Source: an optimization exercise on an open RTL-to-GDS flow (aim: small area). Production flows keep margins and buffers that such runs may drop.
Only simulation tests tie the RTL to the original design; equivalence was not proved.
No activity file was given, so power comes from the tool's default toggle rates.

==> design.v <==
module rising_edge_detector (
    input clk,           
    input reset_n,       
    input input_signal,  
    output rising_edge_detected  
);
reg input_signal_d1;
reg input_signal_d2;
always @(posedge clk or negedge reset_n) begin
    if (!reset_n) begin
        input_signal_d1 <= 0;
        input_signal_d2 <= 0;
    end else begin
        input_signal_d1 <= input_signal;
        input_signal_d2 <= input_signal_d1;
    end
end
assign rising_edge_detected = ~input_signal_d2 & input_signal_d1;
endmodule
module fi_channel (
    input  clk,
    input  rst,
    input  pin,
    input  ph0,       
    input  dph0,      
    input  [1:0] sph,
    input  hclr,      
    input  frz,
    input  mstate,
    input  accept,
    output hbit,      
    output slbit      
);
wire e;
rising_edge_detector red (
    .clk(clk),
    .reset_n(rst),
    .input_signal(pin),
    .rising_edge_detected(e)
);
reg [3:0] L;
reg fH, fD, cH, cD;
reg [27:0] H;
reg [13:0] D;
reg [3:0] SL;
wire w   = e & (&L);
wire toD = frz | accept;
wire hout = H[0] & ~hclr;
wire a    = mstate & D[0];
wire cHe  = ph0 ? (fH | (mstate & fD)) : cH;
wire hin  = hout ^ a ^ cHe;
wire cHn  = (hout & a) | (hout & cHe) | (a & cHe);
wire cDe  = dph0 ? (fD & frz) : cD;
wire din  = frz & (D[0] ^ cDe);
always @(posedge clk or negedge rst) begin
    if (!rst)
        L <= 4'd0;
    else if (e)
        L <= L + 1'b1;
end
always @(posedge clk or negedge rst) begin
    if (!rst)
        fH <= 1'b0;
    else
        fH <= (w & ~toD) | (fH & ~ph0);
end
always @(posedge clk) begin
    cH <= cHn;
    fD <= (w & toD) | (fD & ~dph0);
    cD <= D[0] & cDe;
end
always @(posedge clk) begin
    H <= {hin, H[27:1]};
    D <= {din, D[13:1]};
    if (accept)
        SL <= L;
end
assign hbit  = hout;
assign slbit = SL[sph];
endmodule
module fastinput_in (
    input  rst,
    input  clk,
    input  [3:0] Fast,
    input  ph0,
    input  dph0,
    input  [1:0] sph,
    input  hclr,
    input  frz,
    input  mstate,
    input  accept,
    output [3:0] hbit,
    output [3:0] slbit
);
genvar i;
generate
    for (i = 0; i < 4; i = i + 1) begin : ch
        fi_channel u (
            .clk(clk), .rst(rst), .pin(Fast[i]),
            .ph0(ph0), .dph0(dph0), .sph(sph),
            .hclr(hclr), .frz(frz), .mstate(mstate), .accept(accept),
            .hbit(hbit[i]), .slbit(slbit[i])
        );
    end
endgenerate
endmodule
module Receive2uart(
	input  uart_rxd,
	input  Clk,
	input  Rst,
	output is_cmd,
	output reg Rx_Done
);
reg s0_uart_rx, s1_uart_rx;
reg tmp0_uart_rx, tmp1_uart_rx;
reg uart_state;
reg [4:0] div_cnt;
reg [7:0] bps_cnt;
reg [1:0] acc;
reg match;
wire bps_Clk = uart_state && (div_cnt == 5'd3);
wire nedege = !tmp0_uart_rx & tmp1_uart_rx;
wire reject = (bps_cnt == 8'd12) && (acc == 2'd3);
wire last   = bps_cnt[7] && (&bps_cnt[4:0]);    
assign is_cmd = match;
always @(posedge Clk or negedge Rst) begin
	if (!Rst) begin
		s0_uart_rx <= 1'b0;
		s1_uart_rx <= 1'b0;
		tmp0_uart_rx <= 1'b0;
		tmp1_uart_rx <= 1'b0;
	end else begin
		s0_uart_rx <= uart_rxd;
		s1_uart_rx <= s0_uart_rx;
		tmp0_uart_rx <= s1_uart_rx;
		tmp1_uart_rx <= tmp0_uart_rx;
	end
end
always @(posedge Clk) begin
	if (uart_state && div_cnt != 5'd19)
		div_cnt <= {div_cnt[3:0], ~(div_cnt[4] ^ div_cnt[2])};
	else
		div_cnt <= 5'd0;
end
always @(posedge Clk) begin
	if (!uart_state || last || reject)
		bps_cnt <= 8'd0;
	else if (bps_Clk)
		bps_cnt <= bps_cnt + 1'b1;
end
always @(posedge Clk or negedge Rst) begin
	if (!Rst)
		Rx_Done <= 1'b0;
	else
		Rx_Done <= uart_state && last;
end
wire in_win = (bps_cnt[3:0] >= 4'd6) && (bps_cnt[3:0] <= 4'd11) && (bps_cnt != 8'd41);
wire [3:0] grp = bps_cnt[7:4];
wire exp_bit = (grp == 4'd1) || (grp == 4'd3);
wire pol = (grp == 4'd0);
wire dbit = (grp == 4'd2) ? !acc[1] : (acc != 2'd3);
always @(posedge Clk) begin
	if (bps_Clk) begin
		if (bps_cnt[3:0] == 4'd0)
			acc <= 2'd0;
		else if (in_win && s1_uart_rx == pol && acc != 2'd3)
			acc <= acc + 1'b1;
		if (bps_cnt == 8'd12)
			match <= 1'b1;
		else if (bps_cnt[3:0] == 4'd12 && grp <= 4'd8 && dbit != exp_bit)
			match <= 1'b0;
	end
end
always @(posedge Clk or negedge Rst) begin
	if (!Rst)
		uart_state <= 1'b0;
	else if (nedege)
		uart_state <= 1'b1;
	else if (Rx_Done || reject)
		uart_state <= 1'b0;
end
endmodule
module Write2uart(
	input Clk,
	input Rst,
	input Send_en,
	input nbit,
	output reg uart_txd,
	output reg TX_Done,
	output reg [3:0] q,
	output slot0
);
reg [8:0] div_cnt;
reg uart_state;
wire div_lo  = uart_state && (div_cnt[8:3] == 6'd0) && div_cnt[1] && div_cnt[0];
wire bps_clk = div_lo && !div_cnt[2];
assign slot0 = div_lo && div_cnt[2];
always @(posedge Clk or negedge Rst) begin
	if (!Rst)
		TX_Done <= 1'b0;
	else
		TX_Done <= uart_state && q10;
end
wire q10 = q[3] && q[1] && !q[0];
wire q_data = !q[3] || (!q[1] && !q[0]);    
always @(posedge Clk or negedge Rst) begin
	if (!Rst)
		uart_state <= 1'b0;
	else if (Send_en)
		uart_state <= 1'b1;
	else if (q10)
		uart_state <= 1'b0;
end
always @(posedge Clk) begin
	if (!uart_state || q10)
		q <= 4'd15;
	else if (bps_clk)
		q <= q + 1'b1;
end
always @(posedge Clk) begin
	if (uart_state && div_cnt != 9'd182)
		div_cnt <= {div_cnt[7:0], ~(div_cnt[8] ^ div_cnt[4])};
	else
		div_cnt <= 9'd0;
end
always @(posedge Clk or negedge Rst) begin
	if (!Rst)
		uart_txd <= 1'b1;
	else if (slot0) begin
		if (q == 4'd0)
			uart_txd <= 1'b0;
		else if (q_data)
			uart_txd <= nbit;
		else
			uart_txd <= 1'b1;
	end
end
endmodule
module fastinput (
    input rst,
    input clk,
	input [3:0]CheckIO,
	input  receive,
    output write
);
wire RxDone;
wire is_cmd;
wire tx_done;
wire [3:0] q;
wire slot0;
reg WriteEnable;
reg acc_d1;          
reg acc_d2;
reg [4:0] m;         
reg [4:0] php;
reg hclr;
reg frz;
reg mstate;
reg nbit;
reg spend;
reg scarry;
reg [3:0] SumLo;
reg [3:0] SumHi;
wire accept = RxDone && !WriteEnable && is_cmd;
wire m16   = m[4] && !m[2];
wire m31   = m[4] && m[1] && m[0];
wire fresh = m[4] && !m[1] && m[0];    
wire [3:0] hbit;
wire [3:0] slbit;
wire ph0  = !php[4] && !php[3] && !php[1] && !php[0];    
wire dph0 = ph0 || (php[3:0] == 4'b0010);               
wire ph31 = (php == 5'd31);
Write2uart Write2uart(
	.Clk(clk),
	.Rst(rst),
	.Send_en(WriteEnable),
	.nbit(nbit),
	.uart_txd(write),
	.TX_Done(tx_done),
	.q(q),
	.slot0(slot0)
);
fastinput_in fastinput_in (
    .rst(rst),
    .clk(clk),
    .Fast(CheckIO),
    .ph0(ph0),
    .dph0(dph0),
    .sph(php[1:0]),
    .hclr(hclr),
    .frz(frz),
    .mstate(mstate),
    .accept(accept),
    .hbit(hbit),
    .slbit(slbit)
);
Receive2uart Receive2uart(
	.uart_rxd(receive),
	.Clk(clk),
	.Rst(rst),
	.is_cmd(is_cmd),
	.Rx_Done(RxDone)
);
always @(posedge clk or negedge rst) begin
	if (!rst) begin
		acc_d1 <= 1'b0;
		acc_d2 <= 1'b0;
	end else begin
		acc_d1 <= accept;
		acc_d2 <= acc_d1;
	end
end
always @(posedge clk or negedge rst) begin
	if (!rst)
		WriteEnable <= 1'b0;
	else if (acc_d2)
		WriteEnable <= 1'b1;
	else if (m16)
		WriteEnable <= 1'b0;
end
always @(posedge clk or negedge rst) begin
	if (!rst)
		m <= 5'd29;
	else if (tx_done)
		m <= (m + 1'b1) | {4'd0, fresh};
	else if (m16)
		m <= 5'd30;
end
wire unfz = (m == 5'd15) && q[3] && !q[2];
always @(posedge clk or negedge rst) begin
	if (!rst) begin
		php <= 5'd4;
		hclr <= 1'b1;
		frz <= 1'b0;
		mstate <= 1'b0;
	end else begin
		php <= ph31 ? 5'd4 : php + 1'b1;
		if (ph31)
			hclr <= 1'b0;
		if (accept)
			frz <= 1'b1;
		else if (ph31 && unfz)
			frz <= 1'b0;
		if (ph31)
			mstate <= frz && unfz;
	end
end
wire [1:0] c = m[3:2];
wire [1:0] j = m[1:0];
wire lowm = (php[1:0] == q[1:0]);
wire lowp = (j == 2'd0) && !q[2];
wire hm   = (php[4:2] == {j, q[2]});
reg cond;
reg src;
always @(*) begin
	if (!m[4]) begin
		cond = lowm && (lowp || hm);
		src  = lowp ? slbit[c] : hbit[c];
	end else if (m31) begin
		cond = 1'b1;
		src  = !q[2] && (q[1] ^ q[0]);    
	end else if (m[0]) begin
		cond = 1'b1;
		src  = 1'b0;
	end else begin
		cond = lowm;
		src  = q[2] ? SumHi[0] : SumLo[0];
	end
end
always @(posedge clk) begin
	if (!q[3] && cond)
		nbit <= src;
end
wire sadd = spend && !slot0 && !m[4] && (j == 2'd0) && !q[3] && cond;
wire sold = (c != 2'd0) && (q[2] ? SumHi[0] : SumLo[0]);
wire scin = (q[2:0] != 3'd0) && scarry;
wire snew = sold ^ src ^ scin;
always @(posedge clk) begin
	if (slot0)
		spend <= 1'b1;
	else if (sadd)
		spend <= 1'b0;
	if (sadd)
		scarry <= (sold & src) | (sold & scin) | (src & scin);
	SumLo <= (sadd && !q[2]) ? {snew, SumLo[3:1]} : {SumLo[0], SumLo[3:1]};
	SumHi <= (sadd &&  q[2]) ? {snew, SumHi[3:1]} : {SumHi[0], SumHi[3:1]};
end
endmodule
==> flow/run.sh <==
#!/bin/bash
# The standard layout (standard.sh) with these changes:
#  - synthesis: synth_recipe.tcl unchanged, except that ABC maps the logic
#    with the area-oriented mapping in flow/area.abc (amap) instead of abc_speed.script,
#    adders are left to ABC (no extract_fa, no Kogge-Stone carry map).
#    Registers are created and mapped exactly as in the standard synthesis.
#  - the port buffers that buffer_ports inserts are sky130_fd_sc_hd__buf_1
#    instead of the delay buffer it picks by default;
#  - clock tree synthesis clusters at most 11 flip-flops within 40 um per
#    sky130_fd_sc_hd__clkbuf_4 and adds no dummy loads.
# ORFS writes each step's log under orfs/logs; the make output goes to
# standard.log.
set -euo pipefail
here=$(cd "$(dirname "$0")" && pwd)

cat > synth_area.tcl <<EOS
proc abc {args} {
  set i [lsearch -exact \$args -script]
  if {\$i >= 0 && [string match *abc_speed.script [lindex \$args [expr {\$i + 1}]]]} {
    lset args [expr {\$i + 1}] $here/area.abc
  }
  puts "abc script: [lindex \$args [expr {\$i + 1}]]"
  yosys abc {*}\$args
}
proc extract_fa {args} { puts "extract_fa skipped" }
EOS
cat synth_recipe.tcl >> synth_area.tcl

export SYNTH_OPERATIONS_ARGS="-nordff"
export BUFFER_PORTS_ARGS="-buffer_cell sky130_fd_sc_hd__buf_1"
export CTS_ARGS="-sink_clustering_enable -sink_clustering_size 11 -sink_clustering_max_diameter 40 -buf_list sky130_fd_sc_hd__clkbuf_4 -dont_use_dummy_load"
bash standard.sh SYNTH_SCRIPT=$PWD/synth_area.tcl finish > standard.log 2>&1
==> flow/area.abc <==
strash
dch -f
amap -F 8 -A 20 -C 1000
==> standard.sh <==
#!/bin/bash
# synth_recipe.tcl (not shown) runs the flow's synth.tcl, then flattens the netlist and writes it again
# the make line also repeats each setting of config.mk as NAME=value (left out here)
make -C /OpenROAD-flow-scripts/flow DESIGN_CONFIG=/design/flow/config.mk WORK_HOME=/design/flow/orfs CLKGATE_MAP_FILE= SYNTH_SCRIPT=/design/flow/synth_recipe.tcl "${@:-finish}"
==> config.mk <==
export PLATFORM = sky130hd
export DESIGN_NAME = fastinput
export DESIGN_NICKNAME = fastinput
export VERILOG_FILES = /design/flow/design.v
export SDC_FILE = /design/flow/constraint.sdc
export NUM_CORES = 4
export LEC_CHECK = 0
export CAP_MARGIN = 20
export CORE_MARGIN = 2
export CORE_UTILIZATION = 60
export PLACE_DENSITY = 0.75
export SLEW_MARGIN = 20
==> constraint.sdc <==
create_clock -name core_clock -period 10.0 [get_ports {clk}]
set_input_delay 2.0000 -clock core_clock [delete_from_list [all_inputs] [get_ports {clk}]]
set_output_delay 2.0000 -clock core_clock [all_outputs]
set_load 0.01 [all_outputs]
==> results of run 1 <==
==> layout by cell type (no fill, tap or decap), types with 2 or more instances in the layout <==
master     netlist  final
a2111oi_0        2      2
a211oi_1        10     10
a21oi_1         14     14
a221oi_1         5      5
a222oi_1         4      4
a22o_1           3      3
a31oi_1          3      3
a32oi_1          5      5
and2_0           8      8
and3_1           5      5
buf_1            0      6
clkbuf_4         0     35
clkinv_1        55     55
dfrtp_1         46     46
dfstp_2          7      7
dfxtp_1        215    215
edfxtp_1        21     21
nand2_1         35     35
nand3_1          6      6
nand4_1          6      6
nor2_1          88     88
nor2b_1         10     10
nor3_1          11     11
nor4_1           6      6
o21a_1          10     10
o21ai_0         34     34
o221ai_1         2      2
o22a_1           3      3
o22ai_1         12     12
o31ai_1          4      4
o32ai_1          2      2
or2_0            2      2
==> per-layer routing <==
metal	routed length, um	track usage (%)	up-vias
met4	386	8.16	0
met5	0	0	-
met3	517	5.28	34
met2	5190	26.8	94
met1	5690	24.1	2119
li1	-	-	2258
==> worst reg2reg max path, cell delays in order, from the launching register on <==
cell and delay (ns):
dfrtp_1 0.50, clkinv_1 0.30, nor2_1 0.38, a222oi_1 0.16, o22ai_1 0.19, a221oi_1 0.11
o32ai_1 0.47, o21ai_0 0.20, o21ai_0 0.25, a21oi_1 0.10
==> path summary, 6_finish.rpt <==
kind,slack (ns),start,to,cells after the start
max reg2reg,7.18,php[0],SumHi[3],9
max in group asynchronous,7.99,rst,WriteEnable,2
min reg2reg,0.31,fastinput_in.ch[0].u.D[9],fastinput_in.ch[0].u.D[8],0
min,0.31,fastinput_in.ch[0].u.D[9],fastinput_in.ch[0].u.D[8],0
min in group asynchronous,1.47,rst,fastinput_in.ch[2].u.red.input_signal_d2,2
max,6.74,Write2uart.uart_txd,write,1
==> state kept, by name (all words and copies together), names as in the netlist, 5 cells and up <==
signal / count
Receive2uart.bps_cnt: 8
Receive2uart.div_cnt: 5
Write2uart.div_cnt: 9
fastinput_in.ch.u.D: 56
fastinput_in.ch.u.H: 112
fastinput_in.ch.u.L: 16
fastinput_in.ch.u.SL: 16
m: 5
php: 5
==> power by group through the flow <==
stage               sequential [W]  combinational [W]  clock (W)
finish                     0.00128          0.0000867   0.000481
global route               0.00129           0.000103   0.000557
CTS                        0.00128          0.0000876   0.000504
detailed placement         0.00130          0.0000875          0
global placement           0.00130          0.0000816          0
floorplan                  0.00129          0.0000686          0
==> per-stage QoR <==
| stage | worst slack, ns | hold slack [ns] | utilization, % |
|---|---|---|---|
| 6_report | 6.74 | 0.305 | 65.1 |
| 5_1_grt | 6.68 | 0.304 | 65.1 |
| 4_1_cts | 6.70 | 0.303 | 65.1 |
| 3_5_place_dp | 7.35 | 0.312 | 63.1 |
| 3_3_place_gp | 7.35 | 0.310 | 63.1 |
| 2_1_floorplan | 7.47 | 0.310 | - |
==> final cells by class <==
class                           instances  share of cell area, %
Clock buffer                           35                   3.07
Inverter                               55                   2.42
Multi-Input combinational cell        294                   18.2
Sequential cell                       289                   73.3
Tap cell                              176                   2.58
Timing Repair Buffer                    8                  0.410
==> synthesized netlist by cell type, types with 2 or more instances <==
| library cell | instances | share of area [%] |
|---|---|---|
| or2_0 | 2 | 0.16 |
| o22a_1 | 3 | 0.33 |
| a222oi_1 | 4 | 0.50 |
| nand3_1 | 6 | 0.37 |
| nor2b_1 | 10 | 0.78 |
| dfxtp_1 | 215 | 54 |
| o221ai_1 | 2 | 0.22 |
| a21oi_1 | 14 | 0.87 |
| a211oi_1 | 10 | 0.93 |
| o31ai_1 | 4 | 0.37 |
| a2111oi_0 | 2 | 0.22 |
| and2_0 | 8 | 0.62 |
| o32ai_1 | 2 | 0.22 |
| a221oi_1 | 5 | 0.55 |
| nor2_1 | 88 | 4.1 |
| o22ai_1 | 12 | 0.93 |
| a22o_1 | 3 | 0.33 |
| o21a_1 | 10 | 0.93 |
| dfstp_2 | 7 | 2.3 |
| nand2_1 | 35 | 1.6 |
| nand4_1 | 6 | 0.47 |
| a31oi_1 | 3 | 0.23 |
| o21ai_0 | 34 | 2.1 |
| and3_1 | 5 | 0.39 |
| dfrtp_1 | 46 | 14 |
| a32oi_1 | 5 | 0.55 |
| nor3_1 | 11 | 0.69 |
| nor4_1 | 6 | 0.47 |
| edfxtp_1 | 21 | 7.9 |
| clkinv_1 | 55 | 2.6 |
==> kinds of logic (layout without fill, tap and decap cells) <==
group                  count (synthesis)  after routing  share of synthesized area [%]
flip-flops                           289            289                           78.1
AO/OA/AOI/OAI                        115            115                           9.50
AND/OR/NAND/NOR                      179            179                           9.85
buffers and inverters                 55             98                           2.57
==> flow_summary_export.csv, run 1 <==
group,metric,value,unit
critical_path,crit_fanout,2,
sta,min_period,3.26,ns
sta,rsz0062_at_grt,"no",
floorplan,die_y,120,um
clock_tree,cts_setup_buffers,0,
power,p_leak,3.26,nW
critical_path,crit_buf_inv,1,
placed_design,placedCellCount,822,
placed_design,dp_hpwl,7710,um
power,ir_drop,0.000129,V
placed_design,dpl-instance-area,0.00829,sq mm
routing,drt-initial-drc-count,294,
grt,grt_util_all_layers,17.8,%
finish,stdcell_count,857,
placed_design,portBuffers,7,
routing,drc,0,
synth,synth_ff_type,"dfxtp_1",
sta,skew,0.0849,ns
grt,overflow,0,
power,p_total,0.00185,W
routing,vias,4505,
finish,nNetsFinal,690,
grt,grt_antenna_before_repair,0,
finish,drive_above_1_share,6.46,%
synth,syn_area_per_cell,12.6,sq um
clock_tree,worst_skew_pair.late_latency,0.63,ns
outcome,status,"timing/DRC/antenna clean",
floorplan,initial_core_util,61.1,%
sta,hold_violations,0,
floorplan,die_area,0.0143,sq mm
grt,grt_max_degree,54,
clock_tree,numCtsBuffers,35,
critical_path,required,8.00,ns
grt,grt_first_pass_wirelength,20500,um
synth,synth_edf_count,21,
sta,setup_tns,0,ns
finish,n_fill_cell,1022,
synth,synth_seq_cells,289,
clock_tree,cts_tree,"done",
clock_tree,clkTransAtPathRegs,0.10,ns
clock_tree,clock-root-buffer,"clkbuf_4",
clock_tree,cts.sinks,289,
job,drv_cap,0,
floorplan,die-width,120,um
power,p_clk_share,26.0,%
routing,drt-pass1-iter-count,5,
finish,syn2layout_area_growth,6.45,%
power,switchingPower,0.000409,W
critical_path,startpoint_type,"register",
floorplan,ios,8,
sta,setup-violations-final,0,
synth,synthesis.area,0.00803,sq mm
finish,antenna_cells,0,
power,p_comb_share,4.7,%
clock_tree,cts.htree.levels,2,
sta,period_share,32.6,%
synth,yosys_warnings,5,
placed_design,place_congestion,0.896,
power,p_int,0.00144,W
floorplan,row_count,42,
synth,synth_fp_nets,645,
sta,drv_slew,0,
critical_path,crit_type,"reg -> out",
sta,worst_pin_slew,0.886,ns
critical_path,crit_path_end_kind,"output pin",
synth,synth.distinct_cells,34,
synth,async_flop_share,18.3,%
routing,ant_nets,0,
critical_path,cpLargestDelayFamily,"flip-flops",
routing,finalWirelength,11800,um
floorplan,core_area,0.0131,sq mm
finish,design_area,0.00855,sq mm
finish,multi_input_area,0.00155,sq mm
sta,fmaxAchievable,307,MHz
power,swShare,22.1,%
synth,yosysSeqAreaShare,78.1,%
routing,vias_per_cell,5.26,
sta,slew_headroom,40.3,%
clock_tree,postCtsHoldBufs,0,
clock_tree,cts_resized,0,
clock_tree,clock_path_buffers,3,
synth,synthCells,638,
power,p_per_area,216,mW/mm^2
critical_path,cp_slowest_cell,"dfstp_2",
critical_path,crit_chain,"buf_1",
power,pwr-share-seq,69.3,%
critical_path,cp_slowest_stage_delay,0.54,ns
finish,regArea,0.00627,sq mm
critical_path,cp.arrival,1.26,ns
grt,grt_pass1_vias,4493,
min_path,hold_class,"reg -> reg",
routing,drt-wirelength-per-cell,13.7,um
==> inputs of run 2 (changes only) <==
--- a/design.v
+++ b/design.v
@@ -25,5 +25,5 @@
     input  dph0,      
     input  [1:0] sph,
-    input  hclr,      
+    input  hvalid,    
     input  frz,
     input  mstate,
@@ -42,15 +42,16 @@
 reg fH, fD, cH, cD;
 reg [27:0] H;
-reg [13:0] D;
+reg [13:0] Dn;
 reg [3:0] SL;
 wire w   = e & (&L);
 wire toD = frz | accept;
-wire hout = H[0] & ~hclr;
-wire a    = mstate & D[0];
+wire d0   = ~Dn[0];
+wire hout = H[0] & hvalid;
+wire a    = mstate & d0;
 wire cHe  = ph0 ? (fH | (mstate & fD)) : cH;
 wire hin  = hout ^ a ^ cHe;
 wire cHn  = (hout & a) | (hout & cHe) | (a & cHe);
 wire cDe  = dph0 ? (fD & frz) : cD;
-wire din  = frz & (D[0] ^ cDe);
+wire din  = frz & (d0 ^ cDe);
 always @(posedge clk or negedge rst) begin
     if (!rst)
@@ -68,9 +69,9 @@
     cH <= cHn;
     fD <= (w & toD) | (fD & ~dph0);
-    cD <= D[0] & cDe;
+    cD <= d0 & cDe;
 end
 always @(posedge clk) begin
     H <= {hin, H[27:1]};
-    D <= {din, D[13:1]};
+    Dn <= {~din, Dn[13:1]};
     if (accept)
         SL <= L;
@@ -86,5 +87,5 @@
     input  dph0,
     input  [1:0] sph,
-    input  hclr,
+    input  hvalid,
     input  frz,
     input  mstate,
@@ -99,5 +100,5 @@
             .clk(clk), .rst(rst), .pin(Fast[i]),
             .ph0(ph0), .dph0(dph0), .sph(sph),
-            .hclr(hclr), .frz(frz), .mstate(mstate), .accept(accept),
+            .hvalid(hvalid), .frz(frz), .mstate(mstate), .accept(accept),
             .hbit(hbit[i]), .slbit(slbit[i])
         );
@@ -254,5 +255,5 @@
 reg [4:0] m;         
 reg [4:0] php;
-reg hclr;
+reg hvalid;
 reg frz;
 reg mstate;
@@ -288,5 +289,5 @@
     .dph0(dph0),
     .sph(php[1:0]),
-    .hclr(hclr),
+    .hvalid(hvalid),
     .frz(frz),
     .mstate(mstate),
@@ -331,5 +332,5 @@
 	if (!rst) begin
 		php <= 5'd4;
-		hclr <= 1'b1;
+		hvalid <= 1'b0;
 		frz <= 1'b0;
 		mstate <= 1'b0;
@@ -337,5 +338,5 @@
 		php <= ph31 ? 5'd4 : php + 1'b1;
 		if (ph31)
-			hclr <= 1'b0;
+			hvalid <= 1'b1;
 		if (accept)
 			frz <= 1'b1;
--- a/flow/run.sh
+++ b/flow/run.sh
@@ -29,4 +29,4 @@
 export SYNTH_OPERATIONS_ARGS="-nordff"
 export BUFFER_PORTS_ARGS="-buffer_cell sky130_fd_sc_hd__buf_1"
-export CTS_ARGS="-sink_clustering_enable -sink_clustering_size 11 -sink_clustering_max_diameter 40 -buf_list sky130_fd_sc_hd__clkbuf_4 -dont_use_dummy_load"
+export CTS_ARGS="-sink_clustering_enable -repair_clock_nets -sink_clustering_size 10 -sink_clustering_max_diameter 40 -buf_list sky130_fd_sc_hd__clkbuf_4 -dont_use_dummy_load"
 bash standard.sh SYNTH_SCRIPT=$PWD/synth_area.tcl finish > standard.log 2>&1
==> run 2 against run 1 <==
Net effect:
- flip-flop and latch count is the same
- global-route usage grew 0.054 points
- clock power grew 1%
- wire length grew 1.0%
- highest routed layer unchanged
- worst setup slack is essentially flat
- via count grew 0.16%
- non-clock buffer count is the same
- combinational power grew 1%
- synthesized cell count shrank 0.63%
==> flow_summary_export.csv, run 2 <==
group,metric,value,unit
placed_design,place_congestion,0.901,
sta,fmaxAchievable,307,MHz
critical_path,required,8.00,ns
clock_tree,clock_path_buffers,3,
clock_tree,cts_resized,0,
routing,drt-initial-drc-count,293,
synth,yosysSeqAreaShare,78.2,%
routing,vias_per_cell,5.27,
placed_design,dpl-instance-area,0.00827,sq mm
synth,synth_most_common_cell,"dfxtp_1",
routing,finalWirelength,11900,um
clock_tree,clock-root-buffer,"clkbuf_4",
critical_path,worstReg2RegStart,"php[0]",
critical_path,crit_path_end_kind,"output pin",
synth,synthesis.area,0.00802,sq mm
clock_tree,cts_setup_buffers,0,
routing,ant_nets,0,
power,p_int,0.00144,W
synth,synth_edf_count,21,
routing,drt-pass1-iter-count,5,
floorplan,initial_core_util,61.0,%
routing,drt-wirelength-per-cell,13.9,um
grt,overflow,0,
critical_path,cpLargestDelayFamily,"flip-flops",
sta,fin_ws,6.74,ns
finish,nNetsFinal,687,
grt,grt_first_pass_wirelength,20400,um
synth,async_flop_share,18.3,%
clock_tree,cts_tree,"done",
critical_path,crit_fanout,2,
finish,design_area,0.00855,sq mm
min_path,hold_start,"fastinput_in.ch[0].u.H[9]",
sta,hold-worst-slack,0.322,ns
sta,min_period,3.26,ns
clock_tree,clkTransAtPathRegs,0.09,ns
job,drv_cap,0,
power,p_comb_share,4.7,%
sta,period_share,32.6,%
grt,grt_util_all_layers,17.9,%
placed_design,portBuffers,7,
synth,synth_area_leaders,"dfxtp_1, dfrtp_1, edfxtp_1, nor2_1, clkinv_1",
critical_path,cp_slowest_cell,"dfstp_2",
finish,drive_above_1_share,6.49,%
synth,yosys.area.top_type,"dfxtp_1",
sta,skew,0.0504,ns
finish,n_fill_cell,1047,
grt,grt_antenna_before_repair,1,
sta,setup-violations-final,0,
routing,drc,0,
finish,mostFrequentLayoutCells,"dfxtp_1, nor2_1, clkinv_1",
sta,slew_headroom,39.6,%
synth,ys_top_cells_by_count,"dfxtp_1, nor2_1, clkinv_1",
sta,drv_slew,0,
finish,final_common_cell,"dfxtp_1",
clock_tree,numCtsBuffers,36,
synth,synth_ff_type,"dfxtp_1",
synth,synth_seq_cells,289,
finish,regMostFlops,"fastinput_in.ch.u.H",
critical_path,critPathLaunch,"Write2uart.uart_txd",
power,p_clk_share,26.2,%
placed_design,post-place-ws,7.22,ns
critical_path,cp_slowest_stage_delay,0.54,ns
power,switchingPower,0.000410,W
synth,synthCells,634,
placed_design,dp_hpwl,7970,um
critical_path,crit_buf_inv,1,
floorplan,die_area,0.0143,sq mm
grt,grt_max_degree,54,
floorplan,die_y,120,um
synth,syn_area_per_cell,12.6,sq um
power,p_per_area,217,mW/mm^2
sta,setup_tns,0,ns
synth,synth_top_area_share,53.7,%
sta,rsz0062_at_grt,"no",
clock_tree,cts.htree.levels,2,
floorplan,die-width,120,um
power,p_leak,3.26,nW
clock_tree,worst_skew_pair.late_latency,0.59,ns
sta,worst_pin_slew,0.896,ns
synth,synth.distinct_cells,34,
critical_path,cp.arrival,1.26,ns
critical_path,startpoint_type,"register",
grt,grt_pass1_vias,4486,
power,swShare,22.1,%
floorplan,row_count,42,
clock_tree,cts.sinks,289,
clock_tree,postCtsHoldBufs,0,
outcome,status,"timing/DRC/antenna clean",
finish,largest_reg_flops,112,
routing,vias,4512,
synth,yosys_warnings,5,
finish,top_regs,"fastinput_in.ch.u.H (112), fastinput_in.ch.u.Dn (56)",
power,pwr-share-seq,69.0,%
sta,hold_violations,0,
critical_path,crit_type,"reg -> out",
power,ir_drop,0.000120,V
floorplan,ios,8,
critical_path,crit_chain,"buf_1",
floorplan,core_area,0.0131,sq mm
finish,syn2layout_area_growth,6.62,%
min_path,hold_class,"reg -> reg",
synth,synth_fp_nets,641,
## run 2: worst paths after layout
check / to / slack (ns) / cells after the start
setup / recovery: write / 6.74 / 1
hold / removal: fastinput_in.ch[0].u.H[8] / 0.32 / 0
setup reg to reg: SumHi[3] / 7.18 / 11
hold reg to reg: fastinput_in.ch[0].u.H[8] / 0.32 / 0
max in group asynchronous: php[4] / 8.00 / 2
min in group asynchronous: fastinput_in.ch[2].u.L[3] / 1.51 / 2
## run 2: power by group through the flow
stage,combinational (W),sequential (W),clock [W]
detailed placement,0.0000890,0.00131,0
global route,0.000104,0.00129,0.000554
global placement,0.0000810,0.00130,0
finish,0.0000879,0.00128,0.000486
floorplan,0.0000686,0.00129,0
CTS,0.0000889,0.00128,0.000508
## run 2: final cells by class
type	count	area, sq um	area share, %
timing repair buffer	8	35.0	0.410
sequential	289	6270	73.4
clock buffer	36	270	3.16
inverter	49	184	2.15
multi-input combinational	296	1560	18.3
antenna	2	5.00	0.0586
tap	176	220	2.58
## run 2: layer usage
metal  up-vias  global-route usage (%)  part of all wire [%]
li1       2258                       -                     -
met1      2151                    23.7                    47
met2        84                    28.4                    47
met3        19                    3.85                   3.4
met4         0                    8.38                   2.1
met5         -                       0                     0
## run 2: cells by family (layout without fill, tap and decap cells)
family                 Yosys count  after routing  synth area share (%)
DFF                            289            289                  78.2
and+or+nand+nor                177            177                  9.79
AOI/OAI and AO/OA              119            119                  9.71
buffers and inverters           49             93                  2.29
other                            0              2                     0
## run 2: through the flow
stage	std cells	utilization (%)	total power (W)
2_1_floorplan	634	-	0.00136
3_3_place_gp	818	63.0	0.00138
3_5_place_dp	818	63.0	0.00139
4_1_cts	854	65.0	0.00188
5_1_grt	856	65.0	0.00195
6_report	856	65.0	0.00185
==> inputs of run 3 (changes only) <==
--- a/flow/run.sh
+++ b/flow/run.sh
@@ -29,4 +29,4 @@
 export SYNTH_OPERATIONS_ARGS="-nordff"
 export BUFFER_PORTS_ARGS="-buffer_cell sky130_fd_sc_hd__buf_1"
-export CTS_ARGS="-sink_clustering_enable -repair_clock_nets -sink_clustering_size 10 -sink_clustering_max_diameter 40 -buf_list sky130_fd_sc_hd__clkbuf_4 -dont_use_dummy_load"
+export CTS_ARGS="-sink_clustering_enable -repair_clock_nets -sink_clustering_size 11 -sink_clustering_max_diameter 40 -buf_list sky130_fd_sc_hd__clkbuf_4 -dont_use_dummy_load"
 bash standard.sh SYNTH_SCRIPT=$PWD/synth_area.tcl finish > standard.log 2>&1
==> run 3 against run 2 <==
Net effect:
- still clean
- clock skew up 0.030 ns
- flip-flop and latch count is the same
- global-route usage down 0.32 points
- sequential share of layout area grew 0.11 points
- design area decreased by 0.15%
- first-iteration DRC count down 16%
- wire length about the same
- register-to-register slack worse by 0.04 ns
- worst setup slack better by 0.021 ns
- synthesized cell count unchanged
- highest routed layer unchanged
- clock-buffer cell count is 1 lower
- largest cell class unchanged
==> flow_summary_export.csv, run 3 <==
group,metric,value,unit
clock_tree,cts_tree,"done",
floorplan,ios,8,
critical_path,required,8.00,ns
finish,drive_above_1_share,6.35,%
clock_tree,clock_path_buffers,3,
synth,synth_compound_area_share,9.71,%
synth,yosys_warnings,5,
synth,synth_fa_ha_area_share,0,%
grt,grt_first_pass_wirelength,20300,um
synth,synth_edf_count,21,
sta,worst_pin_slew,0.893,ns
synth,synthMuxAreaShare,0,%
grt,grt_max_degree,54,
finish,top_regs,"fastinput_in.ch.u.H (112), fastinput_in.ch.u.Dn (56)",
floorplan,core_area,0.0131,sq mm
routing,drt-pass1-iter-count,4,
floorplan,die_y,120,um
synth,synth_top_family_by_area,"simple AND/OR/NAND/NOR gates",
critical_path,cp.arrival,1.24,ns
synth,synth_ff_type,"dfxtp_1",
floorplan,die-width,120,um
synth,synth_seq_cells,289,
finish,regMostFlops,"fastinput_in.ch.u.H",
finish,nNetsFinal,686,
synth,synthCells,634,
synth,yosys.area.top_type,"dfxtp_1",
sta,fmaxAchievable,309,MHz
routing,drc,0,
finish,mostFrequentLayoutCells,"dfxtp_1, nor2_1, clkinv_1",
sta,slew_headroom,39.8,%
clock_tree,cts.sinks,289,
min_path,whs_path_depth,0,
routing,vias,4533,
clock_tree,numCtsBuffers,35,
placed_design,place_congestion,0.901,
finish,syn2layout_area_growth,6.46,%
critical_path,worstReg2RegStart,"php[0]",
critical_path,worst-path-stages,1,
min_path,hold-path-endpoint,"fastinput_in.ch[0].u.H[8]",
finish,antenna_cells,0,
critical_path,startpoint_type,"register",
sta,min_period,3.24,ns
critical_path,cpLargestDelayFamily,"flip-flops",
sta,setup-violations-final,0,
synth,syn_area_per_cell,12.6,sq um
critical_path,rr_worst_depth,11,
floorplan,initial_core_util,61.0,%
routing,drt-initial-drc-count,247,
finish,final_common_cell,"dfxtp_1",
floorplan,die_area,0.0143,sq mm
routing,drt-wirelength-per-cell,14.0,um
clock_tree,postCtsHoldBufs,0,
sta,drv_slew,0,
sta,rsz0062_at_grt,"no",
placed_design,dpl-instance-area,0.00827,sq mm
finish,n_fill_cell,1039,
clock_tree,cts_setup_buffers,0,
clock_tree,clkTransAtPathRegs,0.09,ns
finish,largest_reg_flops,112,
clock_tree,cts_resized,0,
routing,finalWirelength,11900,um
critical_path,reg2reg_to,"SumHi[3]",
job,drv_cap,0,
placed_design,dp_hpwl,7970,um
critical_path,crit_type,"reg -> out",
sta,period_share,32.4,%
min_path,hold_start,"fastinput_in.ch[0].u.H[9]",
sta,hold_violations,0,
synth,synth_most_common_cell,"dfxtp_1",
grt,overflow,0,
routing,vias_per_cell,5.31,
grt,grt-busiest-layer,"met2",
power,p_per_area,216,mW/mm^2
critical_path,crit_fanout,2,
outcome,status,"timing/DRC/antenna clean",
synth,synth-simple-area-share,9.79,%
grt,met3_usage,4.33,%
synth,synth.distinct_cells,34,
placed_design,portBuffers,7,
min_path,hold_class,"reg -> reg",
clock_tree,clock-root-buffer,"clkbuf_4",
synth,synth_xor_area_share,0,%
critical_path,crit_buf_inv,1,
power,ir_drop,0.000164,V
synth,synth_area_leaders,"dfxtp_1, dfrtp_1, edfxtp_1, nor2_1, clkinv_1",
synth,ys_top_cells_by_count,"dfxtp_1, nor2_1, clkinv_1",
floorplan,row_count,42,
grt,globalRouteMet1Util,23.4,%
critical_path,cp_slowest_stage_delay,0.54,ns
grt,grt.met2_usage,28.1,%
routing,ant_nets,0,
grt,grt_util_all_layers,17.5,%
power,p_leak,3.26,nW
synth,synth_fp_nets,641,
critical_path,cp_slowest_cell,"dfstp_2",
grt,grt_pass1_vias,4477,
synth,yosysSeqAreaShare,78.2,%
grt,grt_antenna_before_repair,0,
critical_path,ff2ff_setup_slack,7.14,ns
sta,skew,0.0803,ns
sta,setup_tns,0,ns
clock_tree,cts.htree.levels,2,
critical_path,crit_path_end_kind,"output pin",
synth,async_flop_share,18.3,%
clock_tree,worst_skew_pair.late_latency,0.59,ns
synth,synth_top_area_share,53.7,%
finish,design_area,0.00853,sq mm
critical_path,crit_chain,"buf_1",
synth,synthesis.area,0.00802,sq mm
## run 3: cell counts after synthesis
No cell type changed its count.
## run 3: worst max-delay path by stage
stage,end,slack (ns),start
CTS,write,6.70,Write2uart.uart_txd
detailed placement,SumHi[3],7.22,php[0]
global placement,write,7.35,Write2uart.uart_txd
global route,write,6.67,Write2uart.uart_txd
floorplan,write,7.47,Write2uart.uart_txd
finish,write,6.76,Write2uart.uart_txd
## run 3: layer usage
| metal | up-vias | share of wire, % |
|---|---|---|
| li1 | 2248 | - |
| met1 | 2183 | 47 |
| met2 | 81 | 47 |
| met3 | 21 | 3.9 |
| met4 | 0 | 1.9 |
| met5 | - | 0 |
## run 3: cell type report
cell class	count	area (sq um)	area share, %
tap	176	220	2.58
inverter	49	184	2.16
clock buffer	35	263	3.08
timing repair buffer	8	35.0	0.411
sequential	289	6270	73.5
multi-input combinational	296	1560	18.3
## run 3: metrics by stage
| step | setup slack [ns] | hold slack, ns | instances | utilization (%) | total power [W] |
|---|---|---|---|---|---|
| final | 6.76 | 0.318 | 853 | 65.0 | 0.00185 |
| after CTS | 6.70 | 0.319 | 853 | 65.0 | 0.00187 |
| after global placement | 7.35 | 0.310 | 818 | 63.0 | 0.00138 |
| after detailed placement | 7.22 | 0.312 | 818 | 63.0 | 0.00139 |
| after floorplan | 7.47 | 0.310 | 634 | - | 0.00136 |
| after global routing | 6.67 | 0.311 | 853 | 65.0 | 0.00194 |
## run 3: worst register-to-register path, stage by stage (launching register included)
cell and delay, ns:
dfrtp_1 0.52, clkinv_1 0.30, nor2_1 0.37, a222oi_1 0.17
o22ai_1 0.18, a221oi_1 0.11, o32ai_1 0.45, nand2_1 0.14
o21ai_0 0.13, nand2_1 0.07, o21ai_0 0.12, a31oi_1 0.13
## run 3: report_power, final
group / leakage, nW / internal (W) / switching, W
combinational: 0.554 / 0.0000381 / 0.0000502
clock: 0.161 / 0.000162 / 0.000317
sequential: 2.54 / 0.00124 / 0.0000410
## run 3: cells by family (layout without fill, tap and decap cells)
logic type	count (synthesis)	count (layout)
DFF	289	289
and+or+nand+nor	177	177
AOI/OAI and AO/OA	119	119
buffers and inverters	49	92
==> inputs of run 4 (changes only) <==
==> flow/area.abc (replaced) <==
strash
dch -f
amap -F 4 -A 10
==> run 4 against run 3 <==
Net effect:
- clock-buffer cell count fell by 4
- critical path depth is the same
- still clean
- wire length shrank 0.95%
- largest cell class unchanged
- total power shrank 1.3%
- first-iteration DRC count did not move
- final cell count grew 0.59%
- hold slack lost 0.031 ns
- utilization fell by 0.10 points
- critical endpoint unchanged
- critical path type unchanged
==> flow_summary_export.csv, run 4 <==
group,metric,value,unit
clock_tree,clock_path_buffers,3,
finish,regArea,0.00627,sq mm
power,p_per_area,214,mW/mm^2
grt,grt_util_all_layers,17.1,%
finish,nNetsFinal,690,
sta,setup_tns,0,ns
placed_design,portBuffers,7,
job,drv_cap,0,
routing,drt-pass1-iter-count,4,
clock_tree,cts_tree,"done",
grt,grt_antenna_before_repair,1,
finish,top_regs,"fastinput_in.ch.u.H (112), fastinput_in.ch.u.Dn (56)",
power,p_leak,3.26,nW
synth,synth_top_area_share,53.6,%
clock_tree,numCtsBuffers,31,
finish,design_area,0.00852,sq mm
synth,synthCells,642,
grt,overflow,0,
floorplan,die-width,120,um
critical_path,worstReg2RegStart,"php[0]",
synth,synth_most_common_cell,"dfxtp_1",
clock_tree,cts.sinks,289,
floorplan,die_y,120,um
finish,regMostFlops,"fastinput_in.ch.u.H",
critical_path,crit_buf_inv,1,
synth,synth_edf_count,21,
power,ir_drop,0.000143,V
critical_path,crit_path_end_kind,"output pin",
placed_design,dpl-instance-area,0.00828,sq mm
synth,ys_top_cells_by_count,"dfxtp_1, nor2_1, clkinv_1",
sta,min_period,3.28,ns
grt,grt_max_degree,54,
finish,mostFrequentLayoutCells,"dfxtp_1, nor2_1, clkinv_1",
finish,n_fill_cell,1045,
routing,drt-initial-drc-count,247,
critical_path,ff2ff_setup_slack,7.29,ns
clock_tree,cts.htree.levels,1,
floorplan,initial_core_util,61.1,%
critical_path,rr_worst_depth,10,
synth,synth_seq_cells,289,
synth,yosys_warnings,5,
grt,grt_pass1_vias,4365,
min_path,hold-path-endpoint,"fastinput_in.ch[0].u.H[2]",
critical_path,cp_slowest_stage_delay,0.54,ns
grt,grt_first_pass_wirelength,19900,um
routing,drt-wirelength-per-cell,13.8,um
critical_path,crit_chain,"buf_1",
floorplan,core_area,0.0131,sq mm
synth,yosys.area.top_type,"dfxtp_1",
synth,synth.distinct_cells,34,
outcome,status,"timing/DRC/antenna clean",
critical_path,required,8.00,ns
sta,drv_slew,0,
synth,synth_compound_area_share,9.19,%
min_path,whs_path_depth,0,
min_path,hold_class,"reg -> reg",
min_path,hold_start,"fastinput_in.ch[0].u.H[3]",
sta,rsz0062_at_grt,"no",
sta,setup-violations-final,0,
synth,synth_ff_type,"dfxtp_1",
critical_path,crit_fanout,2,
routing,finalWirelength,11800,um
synth,synthMuxAreaShare,0,%
clock_tree,cts_setup_buffers,0,
sta,hold_violations,0,
synth,synth_area_leaders,"dfxtp_1, dfrtp_1, edfxtp_1, nor2_1, clkinv_1",
floorplan,row_count,42,
clock_tree,postCtsHoldBufs,0,
critical_path,cp.arrival,1.28,ns
critical_path,cpLargestDelayFamily,"flip-flops",
critical_path,reg2reg_to,"SumHi[3]",
sta,fmaxAchievable,305,MHz
synth,synth-simple-area-share,10.4,%
routing,ant_nets,0,
synth,yosysSeqAreaShare,78.1,%
sta,period_share,32.8,%
synth,synth_fa_ha_area_share,0,%
sta,worst_pin_slew,0.890,ns
clock_tree,cts_resized,0,
critical_path,cp_slowest_cell,"dfstp_2",
clock_tree,clkTransAtPathRegs,0.10,ns
placed_design,place_congestion,0.887,
synth,synth_top_family_by_area,"simple AND/OR/NAND/NOR gates",
synth,async_flop_share,18.3,%
floorplan,ios,8,
synth,synth_fp_nets,649,
clock_tree,clock-root-buffer,"clkbuf_4",
sta,skew,0.0948,ns
finish,drive_above_1_share,5.73,%
finish,largest_reg_flops,112,
floorplan,die_area,0.0143,sq mm
critical_path,startpoint_type,"register",
synth,synthesis.area,0.00803,sq mm
synth,syn_area_per_cell,12.5,sq um
routing,vias,4492,
routing,vias_per_cell,5.24,
finish,final_common_cell,"dfxtp_1",
finish,multi_input_area,0.00158,sq mm
finish,syn2layout_area_growth,6.11,%
sta,slew_headroom,40.1,%
routing,drc,0,
placed_design,dp_hpwl,7820,um
clock_tree,worst_skew_pair.late_latency,0.68,ns
critical_path,crit_type,"reg -> out",
synth,synth_xor_area_share,0,%
-- run 4: cell types whose count changed after synthesis, sizes merged, moves of 2 or more --
cell	change
a22oi	+3
nand3	-2
nand2	+4
nor2	+8
o21a	-2
o22ai	-2
o32ai	-3
-- run 4: area by class of cell --
type | count | area share, %
inverter | 49 | 2.16
clock buffer | 31 | 2.73
multi-input combinational | 304 | 18.5
antenna | 1 | 0.0294
sequential | 289 | 73.6
tap | 176 | 2.58
timing repair buffer | 8 | 0.411
-- run 4: worst max-delay path by stage --
stage	startpoint	endpoint	slack (ns)	depth (start not counted)
after floorplan	Write2uart.uart_txd	write	7.47	0
after global placement	Write2uart.uart_txd	write	7.34	1
after detailed placement	Write2uart.uart_txd	write	7.34	1
after CTS	Write2uart.uart_txd	write	6.66	1
after global routing	Write2uart.uart_txd	write	6.64	1
final	Write2uart.uart_txd	write	6.72	1
-- run 4: metal layers --
layer	GRT usage (%)	vias up	wire (um)
li1	-	2269	-
met3	3.37	29	455
met4	7.50	0	322
met2	26.8	79	5480
met5	0	-	0
met1	23.5	2115	5550
-- run 4: metrics by stage --
step           power, W  setup WS [ns]  hold slack (ns)  std cells  util (%)
2_1_floorplan   0.00136           7.47            0.310        642         -
3_3_place_gp    0.00138           7.34            0.310        826      63.1
3_5_place_dp    0.00139           7.34            0.312        826      63.1
4_1_cts         0.00184           6.66            0.297        857      64.8
5_1_grt         0.00191           6.64            0.301        858      64.8
6_report        0.00182           6.72            0.287        858      64.8
-- run 4: kinds of logic after synthesis --
| kind of cell | Yosys count |
|---|---|
| AOI/OAI and AO/OA | 114 |
| and+or+nand+nor | 190 |
| DFF | 289 |
| buffers and inverters | 49 |
-- run 4: report_power, final --
part | switching (W) | internal [W] | total [W]
Clock | 0.000312 | 0.000142 | 0.000455
Combinational | 0.0000500 | 0.0000390 | 0.0000890
Sequential | 0.0000416 | 0.00124 | 0.00128
Total | 0.000404 | 0.00142 | 0.00182

==> separate check: timing with driven ports <==
No port has a modelled driver above. Below, the same layouts with a new extraction and two added sets of constraints. Step 1 assumes that a clkbuf_16 drives the clock port and a buf_2 every other input. Step 2, shift: input delay + t, output delay - t, t = (earliest + latest rising clock arrival at the registers) / 2. This alone moves slack from input paths to output paths. a / b / c = no drivers / after step 1 / after step 2; a / b = the first two.
run | t, ns | setup slack, ns | latest minus earliest clock arrival (ns)
run 1 | 0.617 | 6.739 / 6.707 / 7.181 | 0.088 / 0.087
run 2 | 0.592 | 6.739 / 6.704 / 7.181 | 0.066 / 0.066
run 3 | 0.583 | 6.760 / 6.727 / 7.142 | 0.080 / 0.080
run 4 | 0.667 | 6.717 / 6.679 / 7.292 | 0.094 / 0.095
After both steps every run listed still meets setup and hold.
